What follows belongs to an exercise in optimizing a design on an open flow for small area; a production flow would make more cautious choices. Function was checked by simulation only, so behaviour that the tests miss may differ from the original. Power figures rest on the tool's default switching activity, not on a simulated workload. No driver is modelled on the clock port, so clocking that relies on it looks cheaper here than on a real chip.

==> flow/design.v <==
`default_nettype none
module cordic
( input  var        i_clk
, input  var        i_ld    
, input  var [ 4:0] i_it    
, input  var [15:0] i_ph    
, input  var [15:0] i_phf   
, output var [15:0] o_sin   
);
logic [15:0] qph;   
always_comb qph = i_ph[14] ? {~i_ph[13:0], 2'b11} : {i_ph[13:0], 2'b01};
logic [15:0] qphf;
always_comb qphf = i_phf[14] ? {~i_phf[13:0], 2'b11} : {i_phf[13:0], 2'b01};
logic [22:0] angle;
always_comb
  case (i_it)
    5'd1:  angle = 23'h25C80A;
    5'd2:  angle = 23'h13F670;
    5'd3:  angle = 23'h0A2223;
    5'd4:  angle = 23'h05161A;
    5'd5:  angle = 23'h028BAF;
    5'd6:  angle = 23'h0145EC;
    5'd7:  angle = 23'h00A2F8;
    5'd8:  angle = 23'h00517C;
    5'd9:  angle = 23'h0028BE;
    5'd10: angle = 23'h00145F;
    5'd11: angle = 23'h000A2F;
    5'd12: angle = 23'h000517;
    5'd13: angle = 23'h00028B;
    5'd14: angle = 23'h000145;
    5'd15: angle = 23'h0000A2;
    5'd16: angle = 23'h000051;
    5'd17: angle = 23'h000028;
    5'd18: angle = 23'h000014;
    5'd19: angle = 23'h00000A;
    default: angle = 23'h000000;
  endcase
logic [17:0] x, y;
logic [22:0] p;
logic        d;  
always_comb d = p[22];
logic [17:0] xs, ys;
always_comb begin
  xs = x >> i_it;
  ys = y >> i_it;
end
logic [17:0] x_n, y_n;
logic [22:0] p_n;
gw_add #(.W(18)) m_xadd (.i_a(x), .i_b(ys ^ {18{!d}}),    .i_c(!d), .o_s(x_n));
gw_add #(.W(18)) m_yadd (.i_a(y), .i_b(xs ^ {18{d}}),     .i_c(d),  .o_s(y_n));
gw_add #(.W(23)) m_padd (.i_a(p), .i_b(angle ^ {23{!d}}), .i_c(!d), .o_s(p_n));
always_ff @(posedge i_clk)
  if (i_ld) begin
    x <= qph[15] ? 18'd0 : {16'hDBD9, 2'b00};
    y <= qph[15] ? {16'hDBD9, 2'b00} : 18'd0;
    p <= {qph, 7'd0};
  end else begin
    x <= x_n;
    y <= y_n;
    p <= p_n;
  end
always_comb
  if (qphf > 16'd65508)   o_sin = 16'hFFFE;
  else if (qphf < 16'd32) o_sin = qphf + (qphf >> 1);
  else                    o_sin = y[17:2];
endmodule
`default_nettype none
module saw2sin
( input  var [15:0] i_saw
, input  var [15:0] i_qsin
, output var [15:0] o_sin
, output var        o_c
);
logic invert;
always_comb invert = i_saw[15];
logic reverse;
always_comb reverse = i_saw[14];
always_comb o_sin = {invert, i_qsin[15:1] ^ {15{invert}}};
always_comb o_c   = reverse ? (!invert && i_qsin[0]) : invert;
endmodule
`default_nettype none
module genWave
( input  var        i_clk48     
, input  var        i_rst48_n   
, input  var        i_pause     
, input  var [ 4:0] i_osc_sel   
, input  var [23:0] i_t_freq    
, input  var        i_tf_valid  
, input  var [ 7:0] i_wav_sel   
, input  var        i_ws_valid  
, output var [15:0] o_sample    
, output var        o_pulse     
);
logic [5:0] slot;
logic [4:0] cyc;
logic       slot_end;
always_comb slot_end = (slot == 6'd47) ? (cyc == 5'd12) : (cyc == 5'd20);
always_ff @(posedge i_clk48)
  if (!i_rst48_n) begin
    slot <= 6'd47;
    cyc  <= 5'd12;
  end else if (slot_end) begin
    slot <= (slot == 6'd47) ? 6'd0 : slot + 6'd1;
    cyc  <= 5'd0;
  end else begin
    cyc  <= cyc + 5'd1;
  end
logic sweep;       
logic pulse;
logic vis;         
logic fin;         
always_comb begin
  sweep = !slot[5];
  pulse = (slot == 6'd0) && (cyc == 5'd0);
  vis   = sweep && (cyc == 5'd0);
  fin   = sweep && (cyc == 5'd20);
end
always_comb o_pulse = pulse;
logic fp;  
always_ff @(posedge i_clk48)
  if (!i_rst48_n)                  fp <= 1'b1;
  else if (fin && slot == 6'd31)   fp <= 1'b0;
logic [4:0] rot;
always_ff @(posedge i_clk48) rot <= rot + 5'd1;
logic [14:0] st_in;
gw_step m_step
( .i_f  (i_t_freq)
, .o_st (st_in)
);
logic [1:0] w_in;
always_comb w_in = (i_wav_sel[7:2] == 6'd0) ? i_wav_sel[1:0] : 2'd0;
logic [4:0] wpos;  
always_comb wpos = i_osc_sel + rot;
logic [15:0] ph_r [0:31];
logic [14:0] st_r [0:31];
logic [ 1:0] w_r  [0:31];
logic [15:0] ph_new;   
for (genvar p = 0; p < 32; p++) begin: l_ring
  localparam int Q = (p + 31) % 32;
  logic wst, wws;
  always_comb begin
    wst = i_tf_valid && (wpos == 5'(p));
    wws = i_ws_valid && (wpos == 5'(p));
  end
  if (p == 1) begin: l_upd
    always_ff @(posedge i_clk48) ph_r[p] <= ph_new;
  end else begin: l_shift
    always_ff @(posedge i_clk48) ph_r[p] <= ph_r[Q];
  end
  if (p % 2 == 0) begin: l_even
    always_ff @(posedge i_clk48) begin
      st_r[p] <= ~(wst ? ~st_in : st_r[Q]);
      w_r[p]  <= ~(wws ? ~w_in  : w_r[Q]);
    end
  end else begin: l_odd
    always_ff @(posedge i_clk48) begin
      st_r[p] <= ~(wst ? st_in : st_r[Q]);
      w_r[p]  <= ~(wws ? w_in  : w_r[Q]);
    end
  end
end
logic [15:0] ph0;
logic [14:0] st0;
always_comb begin
  ph0 = ph_r[0];
  st0 = st_r[0];
end
logic st_zero, do_add, do_half;
always_comb begin
  st_zero = (st0 == 15'd0);
  do_add  = vis && !st_zero && !i_pause;
  do_half = vis && st_zero;
end
logic [15:0] ph_sum;
gw_add #(.W(16)) m_phadd
( .i_a  (ph0)
, .i_b  ({1'b0, st0 & {15{do_add}}})
, .i_c  (1'b0)
, .o_s  (ph_sum)
);
always_comb
  if (vis && fp)    ph_new = 16'd0;
  else if (do_half) ph_new = {ph0[15], ph0[15:1]};
  else              ph_new = ph_sum;
logic [15:0] ph;
logic [ 1:0] w;
always_comb begin
  ph = ph_r[20];  
  w  = w_r[20];
end
logic [15:0] qsin;
cordic m_cordic
( .i_clk (i_clk48)
, .i_ld  (cyc == 5'd0)
, .i_it  (cyc)
, .i_ph  (ph_new)
, .i_phf (ph)
, .o_sin (qsin)
);
logic [15:0] sine;   
logic        sine_c;
saw2sin m_saw2sin
( .i_saw  (ph)
, .i_qsin (qsin)
, .o_sin  (sine)
, .o_c    (sine_c)
);
logic [15:0] sample;
logic        sample_c;
always_comb begin
  sample_c = 1'b0;
  case (w)
    2'd0: sample = ph;
    2'd1: sample = {~ph[15], {15{ph[15]}}};
    2'd2: sample = ph[15] ? {ph[14], ~ph[13:0], 1'b1} : {~ph[14], ph[13:0], 1'b0};
    default: begin
      sample   = sine;
      sample_c = sine_c;
    end
  endcase
end
logic [20:0] acc;
logic [ 5:0] m;  
logic        shift;
always_comb shift = slot[5] && (m != 6'd0);
logic [15:0] addend;
always_comb addend = sample & {16{fin}};
logic [20:0] acc_in, acc_sum;
always_comb acc_in = shift ? {acc[20], acc[20:1]} : acc;
gw_add #(.W(21)) m_accadd
( .i_a  (acc_in)
, .i_b  ({{5{addend[15]}}, addend})
, .i_c  (fin && sample_c)
, .o_s  (acc_sum)
);
always_ff @(posedge i_clk48)
  if (pulse) begin
    acc <= 21'd0;
    m   <= 6'h3F;
  end else begin
    acc <= acc_sum;
    if (fin)        m <= m + {5'd0, (ph != 16'd0)};
    else if (shift) m <= {1'b0, m[5:1]};
  end
always_comb o_sample = acc[15:0];
endmodule
module gw_add #(parameter int W = 8)
( input  var [W-1:0] i_a
, input  var [W-1:0] i_b
, input  var         i_c
, output var [W-1:0] o_s
);
logic [W:0] c;
always_comb c[0] = i_c;
for (genvar i = 0; i < W; i++) begin: l_bit
  always_comb begin
    o_s[i]  = i_a[i] ^ i_b[i] ^ c[i];
    c[i+1]  = (i_a[i] & i_b[i]) | (i_a[i] & c[i]) | (i_b[i] & c[i]);
  end
end
endmodule
module gw_step
( input  var [23:0] i_f
, output var [14:0] o_st
);
logic [23:0] t0, t1, t2, t3, t4;
always_comb begin
  t0 = {i_f[14:0], 9'd0};
  t1 = {i_f[16:0], 7'd0};
  t2 = {i_f[17:0], 6'd0};
  t3 = ~{i_f[21:0], 2'd0};
  t4 = ~i_f;
end
logic [23:0] s0, c0, s1, c1, s2, c2;
always_comb begin
  s0 = t0 ^ t1 ^ t2;
  c0 = {((t0[22:0] & t1[22:0]) | (t0[22:0] & t2[22:0]) | (t1[22:0] & t2[22:0])), 1'b0} | 24'd2;
  s1 = s0 ^ c0 ^ t3;
  c1 = {((s0[22:0] & c0[22:0]) | (s0[22:0] & t3[22:0]) | (c0[22:0] & t3[22:0])), 1'b0};
  s2 = s1 ^ c1 ^ t4;
  c2 = {((s1[22:0] & c1[22:0]) | (s1[22:0] & t4[22:0]) | (c1[22:0] & t4[22:0])), 1'b0};
end
logic [23:0] prod;
gw_add #(.W(24)) m_add
( .i_a (s2)
, .i_b (c2)
, .i_c (1'b0)
, .o_s (prod)
);
always_comb o_st = prod[23:9];
endmodule
==> flow/run.sh <==
#!/bin/bash
# synth_recipe.tcl (not shown) runs the flow's synth.tcl, then flattens the netlist and writes it again
# the make line also repeats each setting of config.mk as NAME=value (left out here)
make -C /OpenROAD-flow-scripts/flow DESIGN_CONFIG=/design/flow/config.mk WORK_HOME=/design/flow/orfs CLKGATE_MAP_FILE= SYNTH_SCRIPT=/design/flow/synth_recipe.tcl finish
==> flow/config.mk <==
export PLATFORM = sky130hd
export DESIGN_NAME = genWave
export DESIGN_NICKNAME = genWave
export VERILOG_FILES = /design/flow/design.v
export SDC_FILE = /design/flow/constraint.sdc
export NUM_CORES = 4
export LEC_CHECK = 0
export ABC_AREA = 1
export CAP_MARGIN = 20
export CORE_MARGIN = 2
export CORE_UTILIZATION = 70
export CTS_BUF_LIST = sky130_fd_sc_hd__clkbuf_8
export PLACE_DENSITY = 0.78
export SLEW_MARGIN = 20
==> flow/constraint.sdc <==
create_clock -name core_clock -period 20.8 [get_ports {i_clk48}]
set_input_delay 4.1600 -clock core_clock [delete_from_list [all_inputs] [get_ports {i_clk48}]]
set_output_delay 4.1600 -clock core_clock [all_outputs]
set_load 0.01 [all_outputs]
==> summary.txt, run 1 <==
cts hold-fix bufs 0; Slew @ Worst Pin approximately 1000 ps; crit path max fanout 17; setup_tns 0 ps; routed len/inst 18.5 um; Async SR Flop Fraction 0; Gate Count Post-Synth 4198; WS Path Type in -> reg; startpoint types primary input; first-pass GRT wire length 149 mm; fmax ~75 MHz; switching power roughly 2.7 mW; maximum clock path buffer count 3; drt first pass iters 6; Final Util 0.780; status finished clean; Root Driver clkbuf_8; Max Cap Violations 0; detailed placement HPWL 59.9 mm; Buf/Inv on CP 6; RSZ-0062 raised after global routing no; Leak 19.6 nW; IO Count between 50 and 60; Mapped Area around 40000 um2; layout net count 4460; worst hold slack 300 ps; Power Dens Cells between 150 and 200 nW/um2; Synth Flop Type dfxtp_1; minimum clock period about 13000 ps; Global Route Usage Sum 0.324; grt ovf 0; sequential fraction of the synthesis area 0.583; initial core utilization 0.707; final WL about 94 mm; vias in the first global route approximately 28k; core area 56300 um2; Crit. End Element flip-flop; Die W approximately 240 um; pin count of the biggest net entering global routing between 70 and 80; number of H-tree levels 4; final setup fails 0; initial antenna violation count 4; Critical Path RT about 21000 ps; slowest cell on the critical path xor2_2; I/O Buffers 58; Iteration-0 DRC Markers ~2.4k; Slew HR 0.305; DR DRC count 0; Yosys top cell area share 0.583; Cell variety after synth between 50 and 60; routed vias/inst between 5 and 6; top cells by count, synth dfxtp_1 (1159), nor2_1 (712), a21oi_1 (611); standard-cell rows between 80 and 90; most frequent CP cell fa_1; leading area contributor after synthesis dfxtp_1; Avg Cell Area, Syn approximately 9.5 um2; die area 58800 um2; Clk Latency, worst-skew pair slightly above 800 ps; top post-synthesis cells by area dfxtp_1 (58%), a21oi_1 (7.7%), fa_1 (7.4%); Filler Cells Inserted 3757; clock buffer count from CTS about 170; clock skew ~47 ps; CP peak stage delay between 700 and 800 ps; Max VDD drop around 140 uV; via count around 28k; Sink Count about 1.2k; Min-Delay Path Class reg -> reg; Sequential Power Share 0.423; Final period util 0.640; clock tree from TritonCTS yes; Comb power frac 0.341; final hold vios 0; Routability Congestion 0.947; Layout area overhead 10.3%; Post-synth EDFFs 0; switching share of power 0.368; Synth Warn # 12; Die Y approximately 240 um; WP data arrival approximately 14000 ps; clock power share 0.236; Int Power 4.70 mW; #FFs+latches synth around 1.2k; Final Power around 7.4 mW; max-slew violation count 0; setup bufs post-CTS 0; Synthesized Nets 4432; layout cells sized above 1 0.0815; Final ANT Viol Nets 0; Reg clk slew, reported paths ~70 ps; count leader, synth dfxtp_1; cells resized by post-CTS repair 0; Top Family by Delay on Critical Path adder cells
-- flip-flops by register name (all words and copies together) (netlist names) --
register / flops
st_r: 480
m_cordic.p: 23
acc: 21
fp: 1
w_r: 64
cyc: 5
slot: 6
m_cordic.y: 18
m: 6
m_cordic.x: 18
ph_r: 512
rot: 5
-- kinds of logic (layout without fill, tap and decap cells) --
family | after synthesis | count (layout) | share of synthesized area
AOI/OAI and AO/OA | 850 | 850 | 0.112
xor gates and xnor gates | 91 | 91 | 0.0206
adders and majority gates | 192 | 192 | 0.0881
buffers and inverters | 583 | 727 | 0.0600
DFF | 1159 | 1159 | 0.583
muxes | 8 | 8 | 0.00201
other | 0 | 1 | 0
and+or+nand+nor | 1315 | 1315 | 0.135
-- per-layer routing --
layer / track usage / part of all wire / up-vias
li1: - / - / 13432
met1: 0.425 / 0.42 / 13491
met2: 0.526 / 0.47 / 1035
met3: 0.0719 / 0.077 / 186
met4: 0.127 / 0.030 / 4
met5: 0 / 0.00028 / -
-- path summary, 6_finish.rpt --
| path | start | end | slack [ps] | cells after the start |
|---|---|---|---|---|
| setup / recovery | i_t_freq[2] | st_r[12][14]$_DFF_P_ | 7480 | 30 |
| hold / removal | ph_r[7][14]$_DFF_P_ | ph_r[8][14]$_DFF_P_ | 300 | 0 |
| setup reg to reg | cyc[3]$_SDFF_PN1_ | m_cordic.p[21]$_DFF_P_ | 8930 | 30 |
| hold reg to reg | ph_r[7][14]$_DFF_P_ | ph_r[8][14]$_DFF_P_ | 300 | 0 |
-- layout by cell type (no fill, tap or decap), types with 7 or more instances in the layout --
cell type / count
fa_1: 147
nand3_1: 146
nor4_1: 7
nor3_1: 12
o21ai_1: 11
a221oi_1: 10
xor2_1: 73
a21oi_1: 610
inv_1: 367
buf_4: 53
inv_2: 13
or2_2: 30
nand4_1: 14
xnor2_1: 15
dfxtp_1: 1158
clkinv_2: 12
o211ai_1: 13
clkdlybuf4s50_1: 57
mux2i_1: 8
o22ai_1: 13
clkbuf_8: 196
o221ai_1: 11
nand2_2: 7
clkinv_1: 7
o21ai_0: 156
nor2_1: 712
nand2_1: 368
ha_1: 45
-- layout make-up --
type                    instances  area (um2)  share of cell area
clock inverters                87         576              0.0131
diodes                          1        2.50           0.0000570
inverters                     333        1250              0.0286
multi-input cells            2456       14200               0.325
well taps                     756         946              0.0215
flip-flops and latches       1159       23200               0.529
repair buffers                111         973              0.0222
clock buffers                 196        2700              0.0614
-- power groups by stage --
stage,clock network (mW),logic (mW),registers (mW)
after floorplan,0,1.81,3.08
after global placement,0,2.43,3.16
after detailed placement,0,2.49,3.17
after CTS,1.78,2.52,3.14
after global routing,1.87,2.85,3.19
final,1.76,2.53,3.14
-- through the flow --
| stage | area [um2] | instances | setup slack (ps) |
|---|---|---|---|
| detailed placement | 40600 | 4815 | 6760 |
| CTS | 43900 | 5098 | 7540 |
| global placement | 40600 | 4815 | 6810 |
| floorplan | 39800 | 4198 | 8270 |
| finish | 43900 | 5099 | 7480 |
| global route | 43900 | 5099 | 6980 |
==> run 2, diff against run 1 <==
--- a/flow/config.mk
+++ b/flow/config.mk
@@ -10,5 +10,7 @@
 export CORE_MARGIN = 2
 export CORE_UTILIZATION = 70
-export CTS_BUF_LIST = sky130_fd_sc_hd__clkbuf_8
+export CTS_BUF_LIST = sky130_fd_sc_hd__clkbuf_16
+export CTS_CLUSTER_DIAMETER = 100
+export CTS_CLUSTER_SIZE = 30
 export PLACE_DENSITY = 0.78
 export SLEW_MARGIN = 20
==> summary.txt, run 2 <==
#FFs+latches synth ~1.2k; Synth Flop Type dfxtp_1; Global Route Usage Sum 0.303; I/O Buffers between 50 and 60; sequential fraction of the synthesis area 0.583; clock tree from TritonCTS yes; setup bufs post-CTS 0; routed vias/inst about 5.5; multiplexer area fraction after synthesis 0.00201; Max Cap Violations 0; Gate Count Post-Synth between 4k and 5k; Top Layer Used met5; Reg clk slew, reported paths roughly 110 ps; max reg flops 512; Synth Warn # 12; initial core utilization 0.707; via count about 27k; standard-cell rows 87; clock buffer count from CTS 45; die area 58800 um2; initial antenna violation count 2; pin count of the biggest net entering global routing 76; status finished clean; CP peak stage delay between 700 and 800 ps; vias in the first global route between 20k and 30k; number of H-tree levels 2; Max VDD drop approximately 130 uV; minimum clock period 13370 ps; Layout area overhead 5.16%; cells resized by post-CTS repair 0; most frequent CP cell fa_1; fmax ~75 MHz; Final ANT Viol Nets 0; DP Area about 40000 um2; RSZ-0062 raised after global routing no; Multi-input gate area between 10000 and 15000 um2; Seq. cell area 23200 um2; leading area contributor after synthesis dfxtp_1; Synthesized Nets approximately 4.4k; Buf/Inv on CP 6; final setup fails 0; Critical Path RT between 20000 and 25000 ps; wire length on met3 6.88 mm; Power Dens Cells approximately 160 nW/um2; post-synthesis compound-gate area fraction 0.112; crit path max fanout 17; Post-synth EDFFs 0; Crit. End Element flip-flop; layout net count around 4.3k; max-slew violation count 0; cts hold-fix bufs 0; grt ovf 0; final hold vios 0; Post-Synth XOR/XNOR Area 0.0206; Mapped Area roughly 40000 um2; final WL 89.0 mm; DR DRC count 0; Final Power 6.71 mW; Die Y around 240 um; Top reg by flops ph_r; first-pass GRT wire length 141 mm; Top Family by Delay on Critical Path adder cells; core area about 56000 um2; Min-Delay Path Class reg -> reg; WS Path Type in -> reg; Placed Instances ~4.8k; maximum clock path buffer count 3; Filler Cells Inserted about 4k; Final Util 0.744; setup_tns 0 ps; drt first pass iters 5; M1 wire length around 40 mm; largest family of logic cells by synthesized area simple AND/OR/NAND/NOR gates; top cells by count, synth dfxtp_1 (1159), nor2_1 (712), a21oi_1 (611); IO Count a little under 60; Adder-Cell Fraction of Synth Area 0.0881; Synth Area in Simple Gates 0.135; routed wl met2 between 40 and 50 mm; startpoint types primary input; clock skew 15.8 ps; Root Driver clkbuf_16; Iteration-0 DRC Markers ~2.6k; setup ws final approximately 7400 ps; pre-CTS setup slack 6760 ps; Slew @ Worst Pin 1040 ps; WP data arrival about 14000 ps; Slew HR 0.306; Sink Count between 1k and 1.5k; top post-synthesis cells by area dfxtp_1 (58%), a21oi_1 (7.7%), fa_1 (7.4%); layout cells sized above 1 0.0438; Post-Layout Cell Count a little under 5k; Yosys top cell area share 0.583; worst hold slack approximately 330 ps; routed len/inst ~18 um; Clk Latency, worst-skew pair 620 ps; Die W about 240 um; Cell variety after synth 52; largest registers ph_r (512), st_r (480), w_r (64); slowest cell on the critical path xor2_2; Final period util 0.643; post-route cell area around 42000 um2; Leak ~18 nW; Avg Cell Area, Syn 9.48 um2; count leader, synth dfxtp_1; Routability Congestion roughly 0.95; leading cell type in the layout, fill and taps excluded dfxtp_1; Async SR Flop Fraction 0; most frequent cells in the layout dfxtp_1 (1158), nor2_1 (712), a21oi_1 (610); detailed placement HPWL between 50 and 60 mm
-- run 2: layout make-up --
type,count,area share
multi-input cells,2456,0.340
well taps,756,0.0226
diodes,1,0.0000598
flip-flops and latches,1159,0.554
clock inverters,6,0.00146
repair buffers,111,0.0233
inverters,333,0.0300
clock buffers,47,0.0281
-- run 2: final timing paths --
path | startpoint | endpoint | slack [ps] | depth (start not counted)
setup / recovery | i_t_freq[2] | st_r[26][14]$_DFF_P_ | 7430 | 30
hold / removal | ph_r[29][13]$_DFF_P_ | ph_r[30][13]$_DFF_P_ | 330 | 0
setup reg to reg | cyc[3]$_SDFF_PN1_ | m_cordic.p[21]$_DFF_P_ | 8980 | 30
hold reg to reg | ph_r[29][13]$_DFF_P_ | ph_r[30][13]$_DFF_P_ | 330 | 0
-- run 2: per-layer routing --
layer,up-vias,global-route usage
met5,-,0
met3,121,0.0467
met1,12841,0.429
met2,927,0.494
li1,13085,-
met4,4,0.0714
-- run 2: cell families (layout without fill, tap and decap cells) --
group / count (synthesis) / in the layout
buffers and inverters: 583 / 497
adders and majority gates: 192 / 192
muxes: 8 / 8
DFF: 1159 / 1159
AOI/OAI and AO/OA: 850 / 850
other: 0 / 1
and+or+nand+nor: 1315 / 1315
xor gates and xnor gates: 91 / 91
-- run 2: where the power goes --
part	internal (mW)	switching, mW	leakage (nW)
combinational	0.893	1.63	8.04
sequential	2.89	0.241	9.69
clock	0.415	0.643	0.608
==> run 3, diff against run 2 <==
--- a/flow/config.mk
+++ b/flow/config.mk
@@ -10,7 +10,7 @@
 export CORE_MARGIN = 2
 export CORE_UTILIZATION = 70
-export CTS_BUF_LIST = sky130_fd_sc_hd__clkbuf_16
-export CTS_CLUSTER_DIAMETER = 100
-export CTS_CLUSTER_SIZE = 30
+export CTS_BUF_LIST = sky130_fd_sc_hd__clkbuf_4 sky130_fd_sc_hd__clkbuf_8
+export CTS_CLUSTER_DIAMETER = 60
+export CTS_CLUSTER_SIZE = 20
 export PLACE_DENSITY = 0.78
 export SLEW_MARGIN = 20
==> summary.txt, run 3 <==
reg2reg start cyc[0]$_SDFF_PP0_; DR DRC count 0; cells resized by post-CTS repair 0; final setup fails 0; final WL slightly below 90 mm; Leak between 15 and 20 nW; drt first pass iters 5; first-pass GRT wire length approximately 140 mm; count leader, synth dfxtp_1; grt ovf 0; pre-CTS setup slack 6760 ps; Routability Congestion approximately 0.95; Yosys top cell area share 0.583; crit path max fanout 17; clock skew 43.8 ps; Final Util 0.744; Post-synth EDFFs 0; Final period util 0.639; leading cell type in the layout, fill and taps excluded dfxtp_1; Synth Warn # 12; Final ANT Viol Nets 0; R2R setup slack about 9000 ps; Max Cap Violations 0; top post-synthesis cells by area dfxtp_1 (58%), a21oi_1 (7.7%), fa_1 (7.4%); #FFs+latches synth 1159; Die W approximately 240 um; status finished clean; leading area contributor after synthesis dfxtp_1; RSZ-0062 raised after global routing no; Mapped Area around 40000 um2; Filler Cells Inserted around 4k; setup ws final 7500 ps; pin count of the biggest net entering global routing between 70 and 80; vias in the first global route between 20k and 30k; clock buffer count from CTS just over 70; detailed placement HPWL ~60 mm; Placed Instances approximately 4.8k; Slew @ Worst Pin a little over 1000 ps; Top reg by flops ph_r; setup bufs post-CTS 0; Synth Flop Type dfxtp_1; Min-Delay Path Class reg -> reg; Root Driver clkbuf_8; Sink Count between 1k and 1.5k; Iteration-0 DRC Markers between 2k and 2.5k; top cells by count, synth dfxtp_1 (1159), nor2_1 (712), a21oi_1 (611); Die Y between 200 and 250 um; Reg clk slew, reported paths approximately 120 ps; fmax 75.2 MHz; standard-cell rows 87; Avg Cell Area, Syn roughly 9.5 um2; Final Power between 6 and 7 mW; Critical Path RT approximately 21000 ps; WP data arrival roughly 14000 ps; cts hold-fix bufs 0; layout net count about 4.4k; CP peak stage delay about 720 ps; layout cells sized above 1 0.0525; final hold vios 0; Async SR Flop Fraction 0; Synthesized Nets approximately 4.4k; Gate Count Post-Synth 4198; sequential fraction of the synthesis area 0.583; largest registers ph_r (512), st_r (480), w_r (64); WS Path Type in -> reg; initial antenna violation count 3; cell count of the worst reg-to-reg path 31; Slew HR 0.305; FF-to-FF End m_cordic.p[21]$_DFF_P_; Cell variety after synth between 50 and 60; Layout area overhead 5.18%; Global Route Usage Sum 0.303; I/O Buffers 58; IO Count a little under 60; number of H-tree levels 3; initial core utilization 0.707; Crit. End Element flip-flop; Hold EP ph_r[3][13]$_DFF_P_; Post-Layout Cell Count a little under 5k; Clk Latency, worst-skew pair around 730 ps; routed len/inst approximately 18 um; clock tree from TritonCTS yes; maximum clock path buffer count 3; Top Family by Delay on Critical Path adder cells; max-slew violation count 0; slowest cell on the critical path xor2_2; startpoint types primary input; core area approximately 56000 um2; routed vias/inst 5.52; Buf/Inv on CP 6; most frequent cells in the layout dfxtp_1 (1158), nor2_1 (712), a21oi_1 (610); most frequent CP cell fa_1; die area between 50000 and 60000 um2; minimum clock period roughly 13000 ps; Worst Hold Depth 0; Power Dens Cells around 160 nW/um2; max reg flops a little over 500; Worst Hold Launch ph_r[2][13]$_DFF_P_; Max VDD drop between 100 and 150 uV; setup_tns 0 ps; via count 27.1k
run 3: where the power goes:
| part | switching [mW] | internal [mW] |
|---|---|---|
| Combinational | 1.62 | 0.893 |
| Clock | 0.673 | 0.369 |
| Sequential | 0.240 | 2.89 |
run 3: metal layers:
metal / vias to the layer above / routed length (um) / GRT usage / share of wire
met2: 897 / 40500 / 0.485 / 0.46
met4: 4 / 2060 / 0.0830 / 0.023
li1: 13131 / - / - / -
met5: - / 27 / 0 / 0.00031
met1: 12905 / 38900 / 0.425 / 0.44
met3: 143 / 6910 / 0.0567 / 0.078
run 3: logic make-up after synthesis:
logic type / Yosys count / share of synthesized area
adder cells (fa/ha/maj): 192 / 0.0881
XOR/XNOR: 91 / 0.0206
flip-flops: 1159 / 0.583
AND/OR/NAND/NOR: 1315 / 0.135
AO/OA/AOI/OAI: 850 / 0.112
multiplexers: 8 / 0.00201
buffers and inverters: 583 / 0.0600
run 3: how the worst max path moves through the flow:
stage	startpoint	to	slack, ps	cells after the start
2_1_floorplan	i_t_freq[1]	st_r[10][14]$_DFF_P_	8270	30
3_3_place_gp	i_t_freq[2]	st_r[24][14]$_DFF_P_	6810	30
3_5_place_dp	i_t_freq[2]	st_r[24][14]$_DFF_P_	6760	30
4_1_cts	i_t_freq[2]	st_r[24][14]$_DFF_P_	7520	30
5_1_grt	i_t_freq[2]	st_r[6][14]$_DFF_P_	7000	30
6_report	i_t_freq[2]	st_r[16][14]$_DFF_P_	7500	30
run 3: cell type report:
class,instances,area [um2],share of cell area
clock buffer,75,1030,0.0247
clock inverter,16,213,0.00508
sequential,1159,23200,0.554
multi-input combinational,2456,14200,0.340
tap,756,946,0.0226
inverter,333,1250,0.0300
timing repair buffer,111,973,0.0232
antenna,1,2.50,0.0000598
run 3: stage by stage:
stage / cell area [um2] / hold WS [ps]
global placement: 40600 / 310
floorplan: 39800 / 310
global route: 41900 / 319
CTS: 41900 / 321
finish: 41900 / 324
detailed placement: 40600 / 312
==> run 4, diff against run 3 <==
==> flow/flow/run.sh (new file) <==
#!/bin/bash
# The standard layout (standard.sh), changed in three ways:
#  - synthesis maps the logic with ABC's area mapper (amap, flow/abc_area.script),
#    which turns the ring shift registers' write selects into one o22ai per bit;
#  - clock tree synthesis inserts no dummy loads;
#  - the ports are buffered with the smallest buffer.
# Registers, their names and their cell types are those of the standard synthesis:
# only the combinational mapping differs.
set -euo pipefail
WORK=$(pwd)
rm -rf "$WORK/scripts"
cp -r "$FLOW_HOME/scripts" "$WORK/scripts"
cp "$WORK/flow/abc_area.script" "$WORK/scripts/abc_area.script"
export SCRIPTS_DIR="$WORK/scripts"
export CTS_ARGS="-sink_clustering_enable -repair_clock_nets -sink_clustering_size 30 -sink_clustering_max_diameter 100 -buf_list sky130_fd_sc_hd__clkbuf_16 -dont_use_dummy_load"
export BUFFER_PORTS_ARGS="-buffer_cell sky130_fd_sc_hd__buf_1"
bash standard.sh synth > "$WORK/synth.log" 2>&1
bash standard.sh > "$WORK/layout.log" 2>&1
==> flow/flow/abc_area.script (new file) <==
strash
dch
amap
==> flow/standard.sh (new file) <==
#!/bin/bash
# synth_recipe.tcl (not shown) runs the flow's synth.tcl, then flattens the netlist and writes it again
# the make line also repeats each setting of config.mk as NAME=value (left out here)
make -C /OpenROAD-flow-scripts/flow DESIGN_CONFIG=/design/flow/config.mk WORK_HOME=/design/flow/orfs CLKGATE_MAP_FILE= SYNTH_SCRIPT=/design/flow/synth_recipe.tcl "${@:-finish}"
==> flow/config.mk (replaced) <==
export PLATFORM = sky130hd
export DESIGN_NAME = genWave
export DESIGN_NICKNAME = genWave
export VERILOG_FILES = /design/flow/design.v
export SDC_FILE = /design/flow/constraint.sdc
export NUM_CORES = 4
export LEC_CHECK = 0
export ABC_AREA = 1
export CAP_MARGIN = 0
export CORE_MARGIN = 2
export CORE_UTILIZATION = 72
export CTS_BUF_LIST = sky130_fd_sc_hd__clkbuf_16
export CTS_CLUSTER_DIAMETER = 100
export CTS_CLUSTER_SIZE = 30
export PLACE_DENSITY = 0.8
export SLEW_MARGIN = 0
removed: flow/run.sh
==> summary.txt, run 4 <==
layout cells sized above 1 0.0287; routed len/inst 23.8 um; met2 usage 0.608; crit path max fanout 17; most frequent CP cell fa_1; Top Family by Delay on Critical Path adder cells; switching share of power 0.387; Synthesized Nets about 3.5k; Post-Layout Cell Count about 4k; CP peak stage delay ~770 ps; reg2reg start ph_r[20][14]$_DFF_P_; setup_tns 0 ps; largest registers ph_r (512), st_r (480), w_r (64); top post-synthesis cells by area dfxtp_1 (63%), o22ai_1 (11%), fa_1 (8.0%); fmax 71.1 MHz; Critical Path RT ~21000 ps; cts hold-fix bufs 0; Max VDD drop 244 uV; setup bufs post-CTS 0; startpoint types primary input; detailed placement HPWL 62.9 mm; first-pass GRT wire length between 100 and 150 mm; Slew HR 0.0935; die area about 53000 um2; Int Power approximately 4.2 mW; core area between 50000 and 60000 um2; pre-CTS setup slack about 6200 ps; Layout area overhead 6.66%; Hold EP ph_r[14][14]$_DFF_P_; DR DRC count 0; Die Y approximately 230 um; Min-Delay Path Class reg -> reg; FF-to-FF End acc[20]$_SDFF_PP0_; Worst Hold Depth 0; Mapped Area ~37000 um2; Async SR Flop Fraction 0; Synth Warn # 12; Final ANT Viol Nets 0; I/O Buffers 58; final setup fails 0; Routability Congestion 0.966; sequential fraction of the synthesis area 0.630; via count around 27k; leading cell type in the layout, fill and taps excluded dfxtp_1; Crit. End Element flip-flop; initial antenna violation count 3; Worst Hold Launch ph_r[13][14]$_DFF_P_; vias in the first global route 26.8k; routed vias/inst about 6.6; drt first pass iters 8; Synth Flop Type dfxtp_1; Global Route Usage Sum 0.363; Top reg by flops ph_r; final hold vios 0; clock buffer count from CTS 45; RSZ-0062 raised after global routing no; clock tree from TritonCTS yes; maximum clock path buffer count 3; most frequent cells in the layout dfxtp_1 (1159), o22ai_1 (658), clkinv_1 (342); Placed Instances between 4k and 5k; max-slew violation count 0; Slew @ Worst Pin about 1400 ps; R2R setup slack 8400 ps; setup ws final around 6700 ps; gr busiest metal met2; Avg Cell Area, Syn between 10 and 15 um2; met1 GRT Util 0.443; WP data arrival roughly 15000 ps; grt ovf 0; cell count of the worst reg-to-reg path 35; number of H-tree levels 2; Final period util 0.676; WS Path Type in -> reg; Root Driver clkbuf_16; Sink Count between 1k and 1.5k; Iteration-0 DRC Markers approximately 2.9k; Yosys top cell area share 0.630; slowest cell on the critical path xor2_2; switching power ~2.6 mW; Leak ~15 nW; grt met3 use 0.0621; Cell variety after synth 46; clock skew approximately 110 ps; Sequential Power Share 0.461; status finished clean; pin count of the biggest net entering global routing 59; final WL roughly 96 mm; count leader, synth dfxtp_1; minimum clock period 14070 ps; standard-cell rows 82; Power Dens Cells about 170 nW/um2; layout net count ~3.6k; Max Cap Violations 0; Post-synth EDFFs 0; Die W 230 um; Comb power frac 0.388; IO Count 59; initial core utilization 0.732; leading area contributor after synthesis dfxtp_1; #FFs+latches synth roughly 1.2k; Reg clk slew, reported paths 110 ps; max reg flops about 500; top cells by count, synth dfxtp_1 (1159), o22ai_1 (658), clkinv_1 (342); Gate Count Post-Synth 3238; clock power share 0.151; Filler Cells Inserted between 2k and 3k; cells resized by post-CTS repair 0; Buf/Inv on CP 6; Clk Latency, worst-skew pair around 670 ps
## run 4: cell count changes after synthesis, sizes merged, moves of 97 or more
cell / delta
inv: -326
nor2: -478
a21oi: -512
clkbuf: -137
nand3: -140
clkinv: +335
buf: -97
nand2: -277
o22ai: +645
## run 4: layer usage
metal | part of all wire | up-vias
li1 | - | 11832
met2 | 0.48 | 1557
met1 | 0.37 | 12781
met5 | 0 | -
met4 | 0.065 | 0
met3 | 0.076 | 412
## run 4: power groups by stage
stage	sequential (mW)	combinational, mW	clock [mW]
4_1_cts	3.13	2.58	1.02
5_1_grt	3.18	2.87	1.10
6_report	3.15	2.65	1.03
3_5_place_dp	3.16	2.55	0
3_3_place_gp	3.14	2.41	0
2_1_floorplan	3.09	1.70	0
## run 4: worst reg2reg max path: cells and delay by family (launching register included)
family	cells	cell delay, ps
adder cells (fa/ha/maj)	21	8440
flip-flops	1	330
AO/OA/AOI/OAI	8	1830
buffers and inverters	3	1070
AND/OR/NAND/NOR	3	580
## run 4: worst max path at each step
stage               cells past startpoint                    to        start  slack [ps]
floorplan                              30  st_r[11][14]$_DFF_P_  i_t_freq[1]        7300
global placement                       31   st_r[1][14]$_DFF_P_  i_t_freq[0]        6330
detailed placement                     31   st_r[5][14]$_DFF_P_  i_t_freq[2]        6200
CTS                                    31   st_r[7][14]$_DFF_P_  i_t_freq[2]        6800
global route                           31  st_r[13][14]$_DFF_P_  i_t_freq[2]        6220
finish                                 31   st_r[7][14]$_DFF_P_  i_t_freq[2]        6730
## run 4: area by class of cell
class / count / area [um2] / share of cell area
clock buffer: 45 / 1130 / 0.0286
sequential: 1159 / 23200 / 0.590
inverter: 342 / 1280 / 0.0327
tap: 672 / 841 / 0.0214
multi-input combinational: 1721 / 12300 / 0.312
timing repair buffer: 107 / 586 / 0.0149
antenna: 2 / 5.00 / 0.000127
## run 4: logic make-up after synthesis
family                   after synthesis  synth area share
AO/OA/AOI/OAI                       1028             0.176
XOR/XNOR                               3          0.000713
adder cells (fa/ha/maj)              192            0.0951
buffers and inverters                358            0.0381
flip-flops                          1159             0.630
AND/OR/NAND/NOR                      498            0.0604
## run 4: through the flow
| stage | power (mW) | util | hold WS [ps] | area, um2 |
|---|---|---|---|---|
| after floorplan | 4.80 | - | 310 | 36900 |
| after global placement | 5.55 | 0.758 | 309 | 38200 |
| final | 6.82 | 0.780 | 304 | 39300 |
| after CTS | 6.74 | 0.780 | 298 | 39300 |
| after detailed placement | 5.71 | 0.758 | 312 | 38200 |
| after global routing | 7.15 | 0.780 | 298 | 39300 |
==> run 5, diff against run 4 <==
--- a/flow/config.mk
+++ b/flow/config.mk
@@ -7,10 +7,10 @@
 export LEC_CHECK = 0
 export ABC_AREA = 1
-export CAP_MARGIN = 0
+export CAP_MARGIN = 20
 export CORE_MARGIN = 2
-export CORE_UTILIZATION = 72
+export CORE_UTILIZATION = 70
 export CTS_BUF_LIST = sky130_fd_sc_hd__clkbuf_16
 export CTS_CLUSTER_DIAMETER = 100
 export CTS_CLUSTER_SIZE = 30
-export PLACE_DENSITY = 0.8
-export SLEW_MARGIN = 0
+export PLACE_DENSITY = 0.78
+export SLEW_MARGIN = 20
==> summary.txt, run 5 <==
Root Driver clkbuf_16; maximum clock path buffer count 3; clock skew 71.2 ps; Mapped Area roughly 37000 um2; Final period util 0.679; most frequent cells in the layout dfxtp_1 (1159), o22ai_1 (658), clkinv_1 (342); detailed placement HPWL slightly above 60 mm; Final Util 0.752; layout net count 3610; setup bufs post-CTS 0; Routability Congestion ~0.93; max reg flops just over 500; minimum clock period between 10000 and 15000 ps; WP data arrival about 15000 ps; Synth Flop Type dfxtp_1; leading cell type in the layout, fill and taps excluded dfxtp_1; Slew @ Worst Pin approximately 1200 ps; Synthesized Nets roughly 3.5k; layout cells sized above 1 0.0314; most frequent CP cell fa_1; Multi-input gate area 12300 um2; CP peak stage delay approximately 720 ps; first-pass GRT wire length between 100 and 150 mm; startpoint types primary input; cts hold-fix bufs 0; Slew HR 0.176; Final ANT Viol Nets 0; Die Y approximately 230 um; clock tree from TritonCTS yes; DR DRC count 0; core area 52300 um2; Max VDD drop between 150 and 200 uV; Filler Cells Inserted about 3.4k; Clk Latency, worst-skew pair 620 ps; number of diodes 0; top cells by count, synth dfxtp_1 (1159), o22ai_1 (658), clkinv_1 (342); Sink Count around 1.2k; fmax 70.8 MHz; DP Area about 38000 um2; Crit. End Element flip-flop; crit path max fanout 17; grt ovf 0; Min-Delay Path Class reg -> reg; sequential fraction of the synthesis area 0.630; routed vias/inst between 6 and 7; Die W approximately 230 um; Critical Path RT 21300 ps; Gate Count Post-Synth between 3k and 4k; via count 26.0k; count leader, synth dfxtp_1; cells resized by post-CTS repair 0; clock buffer count from CTS 45; leading area contributor after synthesis dfxtp_1; final setup fails 0; Avg Cell Area, Syn roughly 11 um2; post-route cell area slightly below 40000 um2; top post-synthesis cells by area dfxtp_1 (63%), o22ai_1 (11%), fa_1 (8.0%); drt first pass iters 6; final hold vios 0; Async SR Flop Fraction 0; number of H-tree levels 2; routed len/inst 23.0 um; Power Dens Cells about 170 nW/um2; WS Path Type in -> reg; Seq. cell area between 20000 and 25000 um2; initial core utilization 0.704; vias in the first global route 25.8k; status finished clean; Global Route Usage Sum 0.341; Post-synth EDFFs 0; Reg clk slew, reported paths 110 ps; I/O Buffers just under 60; worst hold slack 296 ps; setup_tns 0 ps; Layout area overhead 6.77%; IO Count 59; final WL around 93 mm; Synth Warn # 12; Cell variety after synth 46; max-slew violation count 0; RSZ-0062 raised after global routing no; die area 54500 um2; slowest cell on the critical path xor2_2; initial antenna violation count 0; Top reg by flops ph_r; largest registers ph_r (512), st_r (480), w_r (64); Iteration-0 DRC Markers about 2.5k; pin count of the biggest net entering global routing slightly below 60; Yosys top cell area share 0.630; Leak between 10 and 15 nW; standard-cell rows 84; #FFs+latches synth between 1k and 1.5k; Max Cap Violations 0
-- run 5: power by group --
part | total (mW) | internal (mW) | switching, mW
Clock | 1.02 | 0.391 | 0.628
Sequential | 3.13 | 2.87 | 0.260
Combinational | 2.67 | 0.922 | 1.75
-- run 5: metrics by stage --
step	worst slack, ps	cells	power, mW
floorplan	7300	3238	4.80
global placement	6380	4015	5.61
detailed placement	6170	4015	5.73
CTS	6770	4060	6.76
global route	6280	4062	7.16
finish	6680	4062	6.82
-- run 5: path summary, 6_finish.rpt --
kind                              from                    to  slack, ps  cells after the start
setup / recovery           i_t_freq[0]  st_r[31][14]$_DFF_P_       6680                     31
hold / removal      ph_r[3][1]$_DFF_P_    ph_r[4][1]$_DFF_P_        300                      0
setup reg to reg  ph_r[20][14]$_DFF_P_    acc[20]$_SDFF_PP0_       8290                     35
hold reg to reg     ph_r[3][1]$_DFF_P_    ph_r[4][1]$_DFF_P_        300                      0
-- run 5: per-layer routing --
metal	track usage	vias to the layer above	wire, um	part of all wire
li1	-	11822	-	-
met1	0.424	12508	36100	0.39
met2	0.577	1350	45100	0.48
met3	0.0472	325	6460	0.069
met4	0.190	0	5650	0.061
met5	0	-	0	0
-- run 5: cell type report --
cell class | count | area share
flip-flops and latches | 1159 | 0.590
inverters | 342 | 0.0326
clock buffers | 45 | 0.0286
multi-input cells | 1721 | 0.312
well taps | 688 | 0.0219
repair buffers | 107 | 0.0149
-- run 5: cell families (layout without fill, tap and decap cells) --
kind of cell / after synthesis / after routing / synth area share
buffers and inverters: 358 / 494 / 0.0381
DFF: 1159 / 1159 / 0.630
AOI/OAI and AO/OA: 1028 / 1028 / 0.176
xor gates and xnor gates: 3 / 3 / 0.000713
and+or+nand+nor: 498 / 498 / 0.0604
adders and majority gates: 192 / 192 / 0.0951
-- run 5: critical path, delay by kind of cell --
family / cells / cell delay [ps]
XOR/XNOR: 1 / 720
adder cells (fa/ha/maj): 17 / 6860
AND/OR/NAND/NOR: 2 / 120
buffers and inverters: 5 / 1260
AO/OA/AOI/OAI: 6 / 1490
==> run 6, diff against run 5 <==
--- a/flow/design.v
+++ b/flow/design.v
@@ -60,8 +60,15 @@
     p <= p_n;
   end
+logic at_edge, edge_hi;
+always_comb begin
+  at_edge = (qphf[15:5] == 11'h7FF) || (qphf[15:5] == 11'h000);
+  edge_hi = qphf[15] && (qphf[4:0] > 5'd4);
+end
+logic [5:0] lo_val;
+always_comb lo_val = {1'b0, qphf[4:0]} + {2'b0, qphf[4:1]};
 always_comb
-  if (qphf > 16'd65508)   o_sin = 16'hFFFE;
-  else if (qphf < 16'd32) o_sin = qphf + (qphf >> 1);
-  else                    o_sin = y[17:2];
+  if (!at_edge)        o_sin = y[17:2];
+  else if (edge_hi) o_sin = 16'hFFFE;
+  else              o_sin = qphf[15] ? y[17:2] : {10'd0, lo_val};
 endmodule
 `default_nettype none
@@ -76,5 +83,5 @@
 logic reverse;
 always_comb reverse = i_saw[14];
-always_comb o_sin = {invert, i_qsin[15:1] ^ {15{invert}}};
+always_comb o_sin = {1'b0, i_qsin[15:1]};  
 always_comb o_c   = reverse ? (!invert && i_qsin[0]) : invert;
 endmodule
@@ -132,4 +139,13 @@
 logic [4:0] wpos;  
 always_comb wpos = i_osc_sel + rot;
+logic [3:0] dec_st, dec_ws;
+logic [7:0] dec_hi;
+always_comb begin
+  for (int i = 0; i < 4; i++) begin
+    dec_st[i] = i_tf_valid && (wpos[1:0] == 2'(i));
+    dec_ws[i] = i_ws_valid && (wpos[1:0] == 2'(i));
+  end
+  for (int i = 0; i < 8; i++) dec_hi[i] = (wpos[4:2] == 3'(i));
+end
 logic [15:0] ph_r [0:31];
 logic [14:0] st_r [0:31];
@@ -140,6 +156,6 @@
   logic wst, wws;
   always_comb begin
-    wst = i_tf_valid && (wpos == 5'(p));
-    wws = i_ws_valid && (wpos == 5'(p));
+    wst = dec_st[p % 4] && dec_hi[p / 4];
+    wws = dec_ws[p % 4] && dec_hi[p / 4];
   end
   if (p == 1) begin: l_upd
@@ -206,17 +222,17 @@
 , .o_c    (sine_c)
 );
+logic [15:0] sample_src;
+always_comb
+  case (w)
+    2'd0:    sample_src = ph;
+    2'd1:    sample_src = 16'h8000;
+    2'd2:    sample_src = {~ph[14], ph[13:0], 1'b0};
+    default: sample_src = sine;
+  endcase
 logic [15:0] sample;
 logic        sample_c;
 always_comb begin
-  sample_c = 1'b0;
-  case (w)
-    2'd0: sample = ph;
-    2'd1: sample = {~ph[15], {15{ph[15]}}};
-    2'd2: sample = ph[15] ? {ph[14], ~ph[13:0], 1'b1} : {~ph[14], ph[13:0], 1'b0};
-    default: begin
-      sample   = sine;
-      sample_c = sine_c;
-    end
-  endcase
+  sample   = sample_src ^ {16{ph[15] && (w != 2'd0)}};
+  sample_c = (w == 2'd3) && sine_c;
 end
 logic [20:0] acc;
--- a/flow/config.mk
+++ b/flow/config.mk
@@ -13,4 +13,5 @@
 export CTS_CLUSTER_DIAMETER = 100
 export CTS_CLUSTER_SIZE = 30
+export GPL_TIMING_DRIVEN = 0
 export PLACE_DENSITY = 0.78
 export SLEW_MARGIN = 20
==> summary.txt, run 6 <==
reg2reg start cyc[4]$_SDFF_PP0_; number of H-tree levels 2; pin count of the biggest net entering global routing 53; routed len/inst 22.2 um; met2 usage 0.528; Mapped Area between 30000 and 40000 um2; Sequential Power Share 0.475; clock power share 0.155; leading area contributor after synthesis dfxtp_1; Min-Delay Path Class reg -> reg; standard-cell rows 83; count leader, synth dfxtp_1; worst hold slack between 300 and 400 ps; clock skew slightly above 80 ps; Cell variety after synth 42; most frequent cells in the layout dfxtp_1 (1156), o22ai_1 (658), clkinv_1 (320); Global Route Usage Sum 0.326; Synth Flop Type dfxtp_1; Top Family by Delay on Critical Path adder cells; WP data arrival between 10000 and 15000 ps; Avg Cell Area, Syn 11.6 um2; max-slew violation count 0; DR DRC count 0; fmax roughly 70 MHz; cell count of the worst reg-to-reg path 27; grt ovf 0; R2R setup slack between 7000 and 8000 ps; Slew HR 0.198; Filler Cells Inserted approximately 3.2k; initial core utilization 0.704; Synth Warn # 12; Critical Path RT around 21000 ps; Async SR Flop Fraction 0; detailed placement HPWL 55.4 mm; Top reg by flops ph_r; switching power ~2.5 mW; Comb power frac 0.370; final hold vios 0; crit path max fanout 17; I/O Buffers between 50 and 60; final setup fails 0; max reg flops around 500; WS Path Type in -> reg; FF-to-FF End m_cordic.p[21]$_DFF_P_; Buf/Inv on CP 6; grt met3 use 0.0483; sequential fraction of the synthesis area 0.646; switching share of power 0.377; clock tree from TritonCTS yes; Root Driver clkbuf_16; Final Power about 6.6 mW; Final ANT Viol Nets 0; Post-synth EDFFs 0; Layout area overhead 7.03%; via count around 24k; Final period util 0.668; Slew @ Worst Pin 1200 ps; setup_tns 0 ps; gr busiest metal met2; top cells by count, synth dfxtp_1 (1159), o22ai_1 (658), clkinv_1 (321); status finished clean; Sink Count 1159; met1 GRT Util 0.452; Synthesized Nets ~3.3k; #FFs+latches synth between 1k and 1.5k; Worst path depth 31; first-pass GRT wire length 135 mm; slowest cell on the critical path clkinv_1; setup bufs post-CTS 0; Max Cap Violations 0; routed vias/inst roughly 6.3; cts hold-fix bufs 0; layout net count roughly 3.4k; Max VDD drop approximately 220 uV; largest registers ph_r (512), st_r (480), w_r (64); Leak 14.4 nW; CP peak stage delay about 860 ps; vias in the first global route 23.9k; Power Dens Cells ~170 nW/um2; final WL roughly 87 mm; leading cell type in the layout, fill and taps excluded dfxtp_1; clock buffer count from CTS 46; Routability Congestion around 0.89; most frequent CP cell fa_1; Reg clk slew, reported paths around 100 ps; Crit. End Element flip-flop; initial antenna violation count 1; core area 51000 um2; Iteration-0 DRC Markers roughly 2.7k; Die Y 231 um; die area between 50000 and 60000 um2; minimum clock period about 14000 ps; Clk Latency, worst-skew pair 640 ps; Crit. Startpoint i_t_freq[2]; top post-synthesis cells by area dfxtp_1 (65%), o22ai_1 (11%), fa_1 (8.2%); Int Power between 4 and 5 mW; Yosys top cell area share 0.646; IO Count 59; cells resized by post-CTS repair 0; Die W about 230 um; worst setup path endpoint st_r[13][14]$_DFF_P_; layout cells sized above 1 0.0305; RSZ-0062 raised after global routing no; maximum clock path buffer count 3; startpoint types primary input; Gate Count Post-Synth 3089; pre-CTS setup slack slightly above 6000 ps; setup ws final 6910 ps; drt first pass iters 6
==> run 6: cell types whose count changed after synthesis, moves of 7 or more <==
cell and delta:
nand2_1 -42, or2_0 -41, a221oi_1 -25, clkinv_1 -21
nor3_1 -20, nor2_1 +15, o21ai_0 -14, nand3_1 +12
ha_1 -10, a21oi_1 +9, nand4_1 -7
==> run 6: final cells by class <==
cell class / instances / area (um2) / area share
Inverter: 321 / 1210 / 0.0314
Multi-Input combinational cell: 1593 / 11500 / 0.298
Timing Repair Buffer: 75 / 428 / 0.0111
Buffer: 16 / 120 / 0.00313
Antenna cell: 6 / 15.0 / 0.000391
Clock buffer: 46 / 1150 / 0.0299
Sequential cell: 1159 / 23200 / 0.604
Tap cell: 680 / 851 / 0.0221
==> run 6: cells by family after synthesis <==
kind of cell    synth area share
buf+inv                   0.0369
simple gates              0.0497
xor+xnor                0.000488
compound gates             0.173
flops                      0.646
fa+ha+maj                 0.0941
==> run 6: how the worst min path moves through the flow <==
stage,slack (ps),start,to,cells after the start
floorplan,310,ph_r[31][0]$_DFF_P_,ph_r[0][0]$_DFF_P_,0
detailed placement,310,ph_r[31][7]$_DFF_P_,ph_r[0][7]$_DFF_P_,0
global route,310,ph_r[8][12]$_DFF_P_,ph_r[9][12]$_DFF_P_,0
global placement,310,ph_r[21][2]$_DFF_P_,ph_r[22][2]$_DFF_P_,0
finish,300,ph_r[8][12]$_DFF_P_,ph_r[9][12]$_DFF_P_,0
CTS,310,ph_r[8][12]$_DFF_P_,ph_r[9][12]$_DFF_P_,0
==> run 6: through the flow <==
stage / std cells / cell area, um2 / util
after global routing: 3890 / 38400 / 0.753
after detailed placement: 3837 / 37200 / 0.729
after global placement: 3827 / 37000 / 0.725
after floorplan: 3089 / 35900 / -
after CTS: 3883 / 38300 / 0.751
final: 3896 / 38400 / 0.754
==> run 6: power by group through the flow <==
stage / clock network, mW / logic [mW] / registers (mW)
6_report: 1.03 / 2.44 / 3.14
5_1_grt: 1.11 / 2.66 / 3.18
4_1_cts: 1.04 / 2.40 / 3.12
3_5_place_dp: 0 / 2.37 / 3.16
3_3_place_gp: 0 / 2.23 / 3.17
2_1_floorplan: 0 / 1.55 / 3.08
==> run 6: worst reg2reg max path: cells and delay by family (launching register included) <==
family,cells,cell delay (ps)
flip-flops,1,1010
AO/OA/AOI/OAI,3,730
AND/OR/NAND/NOR,1,1000
adder cells (fa/ha/maj),21,9030
buffers and inverters,2,1190
==> run 6: layer usage <==
| layer | share of wire | vias up |
|---|---|---|
| li1 | - | 11262 |
| met1 | 0.42 | 11800 |
| met2 | 0.47 | 1158 |
| met3 | 0.073 | 210 |
| met4 | 0.035 | 0 |
| met5 | 0 | - |
==> run 7, diff against run 6 <==
--- a/flow/config.mk
+++ b/flow/config.mk
@@ -13,5 +13,4 @@
 export CTS_CLUSTER_DIAMETER = 100
 export CTS_CLUSTER_SIZE = 30
-export GPL_TIMING_DRIVEN = 0
 export PLACE_DENSITY = 0.78
 export SLEW_MARGIN = 20
==> summary.txt, run 7 <==
Filler Cells Inserted around 3.3k; Critical Path RT ~21000 ps; reg2reg start cyc[3]$_SDFF_PN1_; Global Route Usage Sum 0.327; setup_tns 0 ps; Seq. cell area around 23000 um2; number of diodes 0; Die W around 230 um; die area 53100 um2; number of H-tree levels 2; Avg Cell Area, Syn around 12 um2; WS Path Type in -> reg; Top reg by flops ph_r; Buf/Inv on CP 6; Slew HR 0.257; Worst Hold Launch ph_r[26][7]$_DFF_P_; Die Y around 230 um; Layout area overhead 6.79%; clock tree from TritonCTS yes; Reg clk slew, reported paths around 110 ps; Synth Warn # 12; Max VDD drop about 220 uV; Sink Count roughly 1.2k; sequential fraction of the synthesis area 0.646; routed vias/inst roughly 6.3; max reg flops between 500 and 600; slowest cell on the critical path xor2_2; Gate Count Post-Synth 3089; Yosys top cell area share 0.646; Iteration-0 DRC Markers ~2.3k; count leader, synth dfxtp_1; drt first pass iters 5; Routability Congestion 0.914; fmax around 72 MHz; first-pass GRT wire length 136 mm; Slew @ Worst Pin approximately 1100 ps; Hold EP ph_r[27][7]$_DFF_P_; final setup fails 0; #FFs+latches synth approximately 1.2k; Cell variety after synth between 40 and 50; IO Count a little under 60; Mapped Area about 36000 um2; Worst Hold Depth 0; top cells by count, synth dfxtp_1 (1159), o22ai_1 (658), clkinv_1 (321); vias in the first global route between 20k and 25k; most frequent CP cell fa_1; R2R setup slack between 8000 and 9000 ps; setup bufs post-CTS 0; WP data arrival ~14000 ps; RSZ-0062 raised after global routing no; leading area contributor after synthesis dfxtp_1; Power Dens Cells around 170 nW/um2; Max Cap Violations 0; leading cell type in the layout, fill and taps excluded dfxtp_1; maximum clock path buffer count 3; Synthesized Nets 3313; crit path max fanout 17; via count between 20k and 25k; Clk Latency, worst-skew pair ~640 ps; cts hold-fix bufs 0; startpoint types primary input; Leak approximately 14 nW; final WL ~87 mm; Root Driver clkbuf_16; layout net count 3447; status finished clean; Multi-input gate area between 10000 and 15000 um2; Top Family by Delay on Critical Path adder cells; standard-cell rows a little over 80; clock buffer count from CTS 45; initial antenna violation count 0; grt ovf 0; routed len/inst 22.2 um; core area ~50000 um2; I/O Buffers between 50 and 60; DR DRC count 0; worst hold slack just under 300 ps; pin count of the biggest net entering global routing 63; Post-synth EDFFs 0; cell count of the worst reg-to-reg path 29; Min-Delay Path Class reg -> reg; Final Util 0.752; layout cells sized above 1 0.0298; top post-synthesis cells by area dfxtp_1 (65%), o22ai_1 (11%), fa_1 (8.2%); cells resized by post-CTS repair 0; final hold vios 0; most frequent cells in the layout dfxtp_1 (1158), o22ai_1 (658), clkinv_1 (321); Crit. End Element flip-flop; minimum clock period roughly 14000 ps; detailed placement HPWL between 50 and 60 mm; Final period util 0.664; clock skew 74.1 ps; initial core utilization 0.704; Final ANT Viol Nets 0; max-slew violation count 0; FF-to-FF End m_cordic.p[21]$_DFF_P_; Async SR Flop Fraction 0; largest registers ph_r (512), st_r (480), w_r (64); CP peak stage delay slightly below 800 ps; Synth Flop Type dfxtp_1
## run 7: cell counts after synthesis
Identical to the previous run, type by type.
## run 7: cell type report
class | instances | share of cell area
Sequential cell | 1159 | 0.605
Multi-Input combinational cell | 1593 | 0.298
Inverter | 321 | 0.0314
Clock buffer | 45 | 0.0294
Tap cell | 680 | 0.0222
Timing Repair Buffer | 103 | 0.0145
## run 7: power breakdown
group	total (mW)	leakage [nW]	switching, mW	internal (mW)
combinational	2.43	4.22	1.60	0.825
sequential	3.12	9.67	0.247	2.87
clock	1.02	0.555	0.628	0.391
## run 7: kinds of logic (layout without fill, tap and decap cells)
| group | after synthesis | after routing | synth area share |
|---|---|---|---|
| buf+inv | 337 | 469 | 0.0369 |
| simple gates | 416 | 416 | 0.0497 |
| compound gates | 993 | 993 | 0.173 |
| fa+ha+maj | 182 | 182 | 0.0941 |
| xor+xnor | 2 | 2 | 0.000488 |
| flops | 1159 | 1159 | 0.646 |
## run 7: per-layer routing
metal	track usage	routed length (um)
met1	0.433	35400
met2	0.547	41900
met3	0.0458	5900
met4	0.129	3290
met5	0	0
## run 7: worst reg2reg max path: cells and delay by family, from the launching register on
kind / cells / cell delay [ps]
compound gates: 3 / 530
fa+ha+maj: 21 / 9050
buf+inv: 3 / 1280
flops: 1 / 870
simple gates: 2 / 570
## run 7: worst max-delay path by stage
stage	start	endpoint	slack (ps)	cells past startpoint
2_1_floorplan	i_t_freq[1]	st_r[11][14]$_DFF_P_	7580	30
3_3_place_gp	i_t_freq[2]	st_r[15][14]$_DFF_P_	6440	31
3_5_place_dp	i_t_freq[2]	st_r[3][14]$_DFF_P_	6420	31
4_1_cts	i_t_freq[2]	st_r[23][14]$_DFF_P_	7030	31
5_1_grt	i_t_freq[2]	st_r[23][14]$_DFF_P_	6430	31
6_report	i_t_freq[2]	st_r[23][14]$_DFF_P_	6980	31
## run 7: per-stage QoR
stage	std cells	setup WS [ps]	instance area, um2	power (mW)
4_1_cts	3901	7030	38300	6.52
3_5_place_dp	3856	6420	37200	5.51
3_3_place_gp	3856	6440	37200	5.41
2_1_floorplan	3089	7580	35900	4.63
6_report	3901	6980	38400	6.57
5_1_grt	3901	6430	38400	6.90
==> run 8, diff against run 7 <==
--- a/flow/config.mk
+++ b/flow/config.mk
@@ -9,8 +9,8 @@
 export CAP_MARGIN = 20
 export CORE_MARGIN = 2
-export CORE_UTILIZATION = 70
+export CORE_UTILIZATION = 60
 export CTS_BUF_LIST = sky130_fd_sc_hd__clkbuf_16
 export CTS_CLUSTER_DIAMETER = 100
 export CTS_CLUSTER_SIZE = 30
-export PLACE_DENSITY = 0.78
+export PLACE_DENSITY = 0.7
 export SLEW_MARGIN = 20
==> summary.txt, run 8 <==
status finished clean; layout net count roughly 3.5k; Iteration-0 DRC Markers around 2.3k; final setup fails 0; count leader, synth dfxtp_1; Power Dens Cells approximately 170 nW/um2; maximum clock path buffer count 3; Cell variety after synth 42; sequential fraction of the synthesis area 0.646; Mapped Area ~36000 um2; Max Cap Violations 0; crit path max fanout 17; Async SR Flop Fraction 0; clock skew 76.6 ps; pin count of the biggest net entering global routing 63; WS Path Type in -> reg; Final ANT Viol Nets 0; leading cell type in the layout, fill and taps excluded dfxtp_1; Clk Latency, worst-skew pair around 630 ps; Min-Delay Path Class reg -> reg; Yosys top cell area share 0.646; Avg Cell Area, Syn roughly 12 um2; Die W around 250 um; setup_tns 0 ps; RSZ-0062 raised after global routing no; WP data arrival 14300 ps; Gate Count Post-Synth around 3k; max-slew violation count 0; Int Power just over 4 mW; vias in the first global route approximately 23k; switching share of power 0.374; Sequential Power Share 0.475; minimum clock period around 14000 ps; grt ovf 0; Die Y 249 um; IO Count 59; Root Driver clkbuf_16; Top reg by flops ph_r; standard-cell rows 89; Critical Path RT around 21000 ps; top post-synthesis cells by area dfxtp_1 (65%), o22ai_1 (11%), fa_1 (8.2%); clock buffer count from CTS 45; routed vias/inst between 5 and 6; routed len/inst 20.5 um; Top Family by Delay on Critical Path adder cells; leading area contributor after synthesis dfxtp_1; final WL 81.9 mm; Post-synth EDFFs 0; most frequent cells in the layout dfxtp_1 (1158), o22ai_1 (658), clkinv_1 (321); #FFs+latches synth about 1.2k; pre-CTS setup slack between 6000 and 7000 ps; first-pass GRT wire length around 130 mm; Synth Warn # 12; Global Route Usage Sum 0.261; Buf/Inv on CP 6; number of H-tree levels 2; initial antenna violation count 1; Crit. End Element flip-flop; Comb power frac 0.371; slowest cell on the critical path clkinv_1; Final period util 0.663; worst hold slack just under 300 ps; drt first pass iters 21; final hold vios 0; initial core utilization 0.607; I/O Buffers 58; DP Area between 30000 and 40000 um2; layout cells sized above 1 0.0325; detailed placement HPWL approximately 55 mm; Reg clk slew, reported paths roughly 110 ps; top cells by count, synth dfxtp_1 (1159), o22ai_1 (658), clkinv_1 (321); Slew HR 0.259; Sink Count around 1.2k; die area 61800 um2; core area 59100 um2; fmax between 70 and 80 MHz; setup bufs post-CTS 0; Synthesized Nets around 3.3k; max reg flops roughly 500; Final Util 0.651; CP peak stage delay between 700 and 800 ps; cts hold-fix bufs 0; DR DRC count 0; setup ws final approximately 7000 ps; Synth Flop Type dfxtp_1; clock tree from TritonCTS yes; Leak around 14 nW; post-route cell area 38500 um2; clock power share 0.155; cells resized by post-CTS repair 0; via count 23.8k; Max VDD drop 105 uV; Slew @ Worst Pin between 1000 and 1500 ps; Layout area overhead 7.26%; startpoint types primary input; Routability Congestion 0.910; most frequent CP cell fa_1; switching power ~2.4 mW; largest registers ph_r (512), st_r (480), w_r (64)
run 8: changes by cell type in the layout (fill, tap and decap cells not counted), sizes merged:
cell   before  now
diode       0    1
buf       103  108
run 8: per-layer routing:
metal | share of wire | wire length [um] | track usage
met3 | 0.062 | 5080 | 0.0359
met5 | 0 | 0 | 0
met2 | 0.45 | 36900 | 0.415
met1 | 0.46 | 37700 | 0.375
met4 | 0.027 | 2180 | 0.0772
run 8: layout make-up:
cell class	instances	area, um2
antenna	1	2.50
clock buffer	45	1130
fill	4582	20600
inverter	321	1200
multi-input combinational	1593	11400
sequential	1159	23200
tap	773	967
timing repair buffer	108	593
run 8: cells by family after synthesis:
group | synth area share
compound gates | 0.173
xor+xnor | 0.000488
fa+ha+maj | 0.0941
buf+inv | 0.0369
flops | 0.646
simple gates | 0.0497
run 8: worst reg2reg max path, delay by kind of cell, from the launching register on:
family	cells	cell delay, ps
compound gates	4	1170
buf+inv	3	980
flops	1	310
simple gates	1	840
fa+ha+maj	21	8930
run 8: worst paths after layout:
kind / start / depth (start not counted) / slack (ps) / to
max: i_t_freq[2] / 31 / 7000 / st_r[1][14]$_DFF_P_
min: ph_r[4][2]$_DFF_P_ / 0 / 290 / ph_r[5][2]$_DFF_P_
max reg2reg: cyc[2]$_SDFF_PN1_ / 29 / 8440 / m_cordic.p[22]$_DFF_P_
min reg2reg: ph_r[4][2]$_DFF_P_ / 0 / 290 / ph_r[5][2]$_DFF_P_
run 8: power groups by stage:
stage	Sequential, mW	Clock (mW)	Combinational (mW)
2_1_floorplan	3.08	0	1.55
3_3_place_gp	3.13	0	2.29
3_5_place_dp	3.13	0	2.39
4_1_cts	3.09	1.03	2.40
5_1_grt	3.14	1.10	2.65
6_report	3.10	1.01	2.42
run 8: per-stage QoR:
stage	cells	power (mW)
4_1_cts	3999	6.51
2_1_floorplan	3089	4.63
5_1_grt	3999	6.90
3_5_place_dp	3954	5.51
6_report	4000	6.52
3_3_place_gp	3953	5.42

separate check: timing with driven ports:
The flow's constraints put no driver on any port. The routed layouts listed below were extracted and timed again, unchanged, in two steps.
Step 1 assumes that a clkbuf_16 drives the clock port and a buf_2 every other input.
Step 2 times the ports against the registers' clock, not the clock port: input delays grow and output delays shrink by t, the midpoint of the rising clock arrivals with the driver on.
Slacks: ideal / step 1 / step 2; pairs: ideal / step 1.
run | shift t [ns] | setup slack, ns | worst setup path at the end
run 1 | 0.854 | 7.480 / 7.500 / 6.646 | input to register
run 2 | 0.679 | 7.431 / 7.461 / 6.782 | input to register
run 3 | 0.764 | 7.505 / 7.524 / 6.760 | input to register
run 4 | 0.678 | 6.734 / 6.771 / 6.093 | input to register
run 5 | 0.649 | 6.684 / 6.724 / 6.074 | input to register
run 6 | 0.663 | 6.912 / 6.951 / 6.288 | input to register
run 7 | 0.662 | 6.980 / 7.017 / 6.355 | input to register
run 8 | 0.655 | 7.004 / 7.042 / 6.386 | input to register
After both steps setup and hold are still met in every run listed. For run 1, which loses most, drivers alone change the setup slack by +0.020 ns; drivers and shift together by -0.834 ns.
